This design comes from an exercise in tuning for small area, a short achievable clock period and few clock cycles on the open sky130 flow, not from production work.
The RTL was checked by simulation tests, not by an equivalence proof against the original design.

Design dividor_rtl, start of the top module:
module dividor_rtl #(parameter SIZE=16)
		(
			input clk, rst, start,
			input [SIZE-1:0] a, b,
			output [SIZE-1:0] m,
			output [9:0] f,
			output done,
			output div0);
		localparam IDLE  = 3'd0;
		localparam FIRST = 3'd1;     
		localparam INT   = 3'd2;
		localparam MUL   = 3'd3;
		localparam FRAC  = 3'd4;
		localparam FIN   = 3'd5;
		reg [2:0] state;
		reg [2:0] cnt;           
		reg [15:0] b_r;
		reg [17:0] b3;           
		reg [15:0] p;            
		reg [15:0] q;            
		reg [9:0] fr;            
		reg [1:0] nb;            
		reg [3:0] la, lb;        
		reg short_r;             
		integer i;
		function [3:0] lead(input [15:0] x);
			begin
				lead[3] = |x[15:8];
				lead[2] = |x[15:12] | (~|x[15:8] & |x[7:4]);
				lead[1] = |x[15:14] | (~|x[15:12] & |x[11:10]) | (~|x[15:8] & |x[7:6])
				        | (~|x[15:4] & |x[3:2]);
				lead[0] = x[15] | (~|x[15:14] & x[13]) | (~|x[15:12] & x[11])
				        | (~|x[15:10] & x[9]) | (~|x[15:8] & x[7]) | (~|x[15:6] & x[5])
				        | (~|x[15:4] & x[3]) | (~|x[15:2] & x[1]);
			end
		endfunction
		wire az = la == 4'd0 && !q[0];      
		wire short = az || la < lb;
		wire [3:0] dl = la - lb;             
		wire [2:0] k = dl[3:1];              
		wire [31:0] a_sh = {2'b00, q, 14'd0} >> {k, 1'b0};
		wire [17:0] t = {p, nb};
		wire [18:0] d1 = {1'b0, t} - {3'b0, b_r};
		wire [18:0] d2 = {1'b0, t} - {2'b0, b_r, 1'b0};
		wire [18:0] d3 = {1'b0, t} - {1'b0, b3};
		wire s3 = !d3[18];
		wire s2 = d3[18] && !d2[18];
		wire s1 = d2[18] && !d1[18];
		wire s0 = d1[18];
		wire [1:0] qq = {!d2[18], s3 | s1};
		wire [15:0] p_step = ({16{s3}} & d3[15:0]) | ({16{s2}} & d2[15:0])
		                   | ({16{s1}} & d1[15:0]) | ({16{s0}} & t[15:0]);
		wire [25:0] n1000 = {p, 10'd0} - {6'd0, p, 4'd0} - {7'd0, p, 3'd0};
		wire mul_now = (state == MUL) || (state == FIRST && short);
		always @(posedge clk or posedge rst)
			if (rst)
				state <= IDLE;
			else case (state)
				IDLE:  if (start) state <= FIRST;
				FIRST: state <= !short ? INT : (p == 16'd0) ? FIN : FRAC;
  ...
Settings: LEC_CHECK=0, CAP_MARGIN=20, CORE_MARGIN=2, CORE_UTILIZATION=40, SETUP_SLACK_MARGIN=4.3, SLEW_MARGIN=20; clock period 7.5 ns.
standard.sh (not shown) runs the stock make flow with config.mk's settings and CLKGATE_MAP_FILE= SYNTH_SCRIPT=/design/flow/synth_recipe.tcl, a recipe that flattens the netlist after the stock synthesis.
==> flow/flow/run.sh <==
#!/bin/bash
# The standard layout flow, with two changes:
#  - the port buffers are buf_2 cells instead of the default delay-buffer
#    cells (every input and output port still gets its own buffer);
#  - synthesis and floorplan run without the extra setup margin, so that
#    gates are sized for timing only once placement gives wire estimates.
set -e
export BUFFER_PORTS_ARGS="-buffer_cell sky130_fd_sc_hd__buf_2"
sed 's/SETUP_SLACK_MARGIN=[0-9.]*/SETUP_SLACK_MARGIN=0/' standard.sh > standard_nomargin.sh
bash standard_nomargin.sh floorplan > standard_floorplan.log 2>&1
bash standard.sh > standard.log 2>&1
The starting point finished with timing, DRC and antenna clean.
Testbench counts at the start, summed over its fixed seeds: cycles 15,606.
Next try:
==> flow/flow/run.sh (replaced) <==
#!/bin/bash
# The standard layout flow, with the port buffers made from buf_2 cells
# instead of the default delay-buffer cells. Every input and output port
# still gets its own buffer.
set -e
export BUFFER_PORTS_ARGS="-buffer_cell sky130_fd_sc_hd__buf_2"
bash standard.sh > standard.log 2>&1
--- a/flow/config.mk
+++ b/flow/config.mk
@@ -11 +11 @@
-export SETUP_SLACK_MARGIN = 4.3
+export SETUP_SLACK_MARGIN = 4.4
The new run completed with no timing, DRC or antenna violations.
Synthesized area does not change.
Routed wire length came out higher slightly.
Clock skew fell by 0.0035 ns.
Next try:
--- a/flow/config.mk
+++ b/flow/config.mk
@@ -10,2 +10,2 @@
-export CORE_UTILIZATION = 40
-export SETUP_SLACK_MARGIN = 4.4
+export CORE_UTILIZATION = 45
+export SETUP_SLACK_MARGIN = 4.3
Area after synthesis does not change. Routed wire length drops by about 2.4%. Utilization rises by 5.8 points. Via count drops by about 0.8%. Setup slack got worse by 0.32 ns.
Next try:
==> flow/run.sh (new file) <==
#!/bin/bash
# synth_recipe.tcl (not shown) runs the flow's synth.tcl, then flattens the netlist and writes it again
# the make line also repeats each setting of config.mk as NAME=value (left out here)
make -C /OpenROAD-flow-scripts/flow DESIGN_CONFIG=/design/flow/config.mk WORK_HOME=/design/flow/orfs CLKGATE_MAP_FILE= SYNTH_SCRIPT=/design/flow/synth_recipe.tcl finish
--- a/flow/config.mk
+++ b/flow/config.mk
@@ -10 +10 @@
-export CORE_UTILIZATION = 45
+export CORE_UTILIZATION = 40
removed: flow/flow/run.sh
removed: flow/standard.sh
After rerunning: Fmax rises by a little under a tenth. Worst setup slack improves by 0.23 ns. Cell area rises slightly. Hold slack improves by 0.0099 ns.

* * *

The RTL this note starts from:
==> flow/design.v <==
module dividor_rtl #(parameter SIZE=16)
		(
			input clk, rst, start,
			input [SIZE-1:0] a, b,
			output [SIZE-1:0] m,
			output [9:0] f,
			output done,
			output div0);
		localparam IDLE  = 3'd0;
		localparam FIRST = 3'd1;     
		localparam INT   = 3'd2;
		localparam MUL   = 3'd3;
		localparam FRAC  = 3'd4;
		localparam FIN   = 3'd5;
		reg [2:0] state;
		reg [2:0] cnt;           
		reg [15:0] b_r;
		reg [17:0] b3;           
		reg [15:0] p;            
		reg [15:0] q;            
		reg [9:0] fr;            
		reg [1:0] nb;            
		reg [3:0] la, lb;        
		reg short_r;             
		integer i;
		function [3:0] lead(input [15:0] x);
			begin
				lead[3] = |x[15:8];
				lead[2] = |x[15:12] | (~|x[15:8] & |x[7:4]);
				lead[1] = |x[15:14] | (~|x[15:12] & |x[11:10]) | (~|x[15:8] & |x[7:6])
				        | (~|x[15:4] & |x[3:2]);
				lead[0] = x[15] | (~|x[15:14] & x[13]) | (~|x[15:12] & x[11])
				        | (~|x[15:10] & x[9]) | (~|x[15:8] & x[7]) | (~|x[15:6] & x[5])
				        | (~|x[15:4] & x[3]) | (~|x[15:2] & x[1]);
			end
		endfunction
		wire az = la == 4'd0 && !q[0];      
		wire short = az || la < lb;
		wire [3:0] dl = la - lb;             
		wire [2:0] k = dl[3:1];              
		wire [31:0] a_sh = {2'b00, q, 14'd0} >> {k, 1'b0};
		wire [17:0] t = {p, nb};
		wire [18:0] d1 = {1'b0, t} - {3'b0, b_r};
		wire [18:0] d2 = {1'b0, t} - {2'b0, b_r, 1'b0};
		wire [18:0] d3 = {1'b0, t} - {1'b0, b3};
		wire [1:0] qq = !d3[18] ? 2'd3 : !d2[18] ? 2'd2 : !d1[18] ? 2'd1 : 2'd0;
		wire [15:0] p_step = !d3[18] ? d3[15:0] : !d2[18] ? d2[15:0] : !d1[18] ? d1[15:0] : t[15:0];
		wire [25:0] n1000 = {p, 10'd0} - {6'd0, p, 4'd0} - {7'd0, p, 3'd0};
		wire mul_now = (state == MUL) || (state == FIRST && short);
		always @(posedge clk or posedge rst)
			if (rst)
				state <= IDLE;
			else case (state)
				IDLE:  if (start) state <= FIRST;
				FIRST: state <= !short ? INT : (p == 16'd0) ? FIN : FRAC;
				INT:   if (cnt == 3'd0) state <= MUL;
				MUL:   state <= (p == 16'd0) ? FIN : FRAC;
				FRAC:  if (cnt == 3'd0) state <= FIN;
				default: state <= IDLE;
			endcase
		always @(posedge clk) begin
			b3 <= {1'b0, b_r, 1'b0} + {2'b0, b_r};
			la <= lead(a);
			lb <= lead(b);
			if (state == IDLE)
				b_r <= b;
			if (state == FIRST)
				short_r <= short;
			case (state)
				IDLE: begin
					p <= a;
					q <= a;
				end
				INT: begin
					p <= p_step;
					q <= {q[13:0], qq};
					cnt <= cnt - 3'd1;
				end
				FIRST, MUL: begin
					if (mul_now) begin
						p <= n1000[25:10];
						cnt <= 3'd4;
					end else begin
						p <= a_sh[31:16];
						q <= a_sh[15:0];
						cnt <= k;
					end
				end
				default: begin
					p <= p_step;
					cnt <= cnt - 3'd1;
				end
			endcase
			if (mul_now)
				nb <= n1000[9:8];
			else if (state == FIRST)
				nb <= a_sh[15:14];
			else if (state == INT)
				nb <= q[13:12];
			else
				nb <= fr[7:6];
			if (mul_now)
				fr <= n1000[9:0];
			else
				fr <= {fr[7:0], qq};
		end
		assign m = short_r ? 16'd0 : q;
		assign f = fr;
		assign done = (state == FIN);
		assign div0 = (b_r == 16'd0);
endmodule
clock: 7.5 ns
lec_check: 0
cap_margin: 20
core_margin: 2
core_utilization: 40
setup_slack_margin: 4.7
slew_margin: 20
==> flow/flow/run.sh <==
#!/bin/bash
# The standard layout flow, with the port buffers made from buf_2 cells
# instead of the default delay-buffer cells. Every input and output port
# still gets its own buffer.
set -e
export BUFFER_PORTS_ARGS="-buffer_cell sky130_fd_sc_hd__buf_2"
bash standard.sh > standard.log 2>&1
The starting point produced a clean layout.
Testbench counts at the start, summed over its fixed seeds: cycles 15,606.
Change:
==> flow/run.sh (new file) <==
#!/bin/bash
# synth_recipe.tcl (not shown) runs the flow's synth.tcl, then flattens the netlist and writes it again
# the make line also repeats each setting of config.mk as NAME=value (left out here)
make -C /OpenROAD-flow-scripts/flow DESIGN_CONFIG=/design/flow/config.mk WORK_HOME=/design/flow/orfs CLKGATE_MAP_FILE= SYNTH_SCRIPT=/design/flow/synth_recipe.tcl finish
Settings changed: SETUP_SLACK_MARGIN 4.7 to 4.2.
removed: flow/flow/run.sh
removed: flow/standard.sh
After rerunning: First-iteration DRC count goes down by 5.4%. Area after synthesis stays the same. Maximum frequency goes down by 5.1%. Die area does not change. Setup slack loses 0.17 ns. Register-to-register slack got worse by 0.17 ns.

separate check: timing with driven ports:
The flow's constraints put no driver on any port. The routed layouts listed below were extracted and timed again, unchanged, in two steps.
Step 1 assumes that a clkbuf_16 drives the clock port and a buf_2 every other input.
Step 2 adds t to the input delays and takes it off the output delays; t is the mean of the earliest and latest rising clock arrival at the registers after step 1. Input paths then give back, and output paths get back, about the clock's delay inside the block.
Slacks: ideal ports / drivers / drivers and shift; pairs: ideal ports / drivers.
run | t (ns) | slack for setup (ns) | worst setup path after step 2 | worst data-port slew with drivers (ns)
the first run of note 1 | 0.397 | 4.439 / 4.394 / 4.443 | register to register | 0.03
the second run of note 1 | 0.396 | 4.428 / 4.379 / 4.473 | register to register | 0.03
the third run of note 1 | 0.398 | 4.110 / 4.110 / 4.110 | register to register | 0.03
the fourth run of note 1 | 0.405 | 4.339 / 4.322 / 4.131 | input to register | 0.04
the first run of note 2 | 0.406 | 4.416 / 4.416 / 4.416 | register to register | 0.03
the second run of note 2 | 0.402 | 4.249 / 4.249 / 4.249 | register to register | 0.03
After both steps setup and hold are still met in every run listed. For the fourth run of note 1, which loses most, drivers alone change the setup slack by -0.017 ns; drivers and shift together by -0.208 ns.
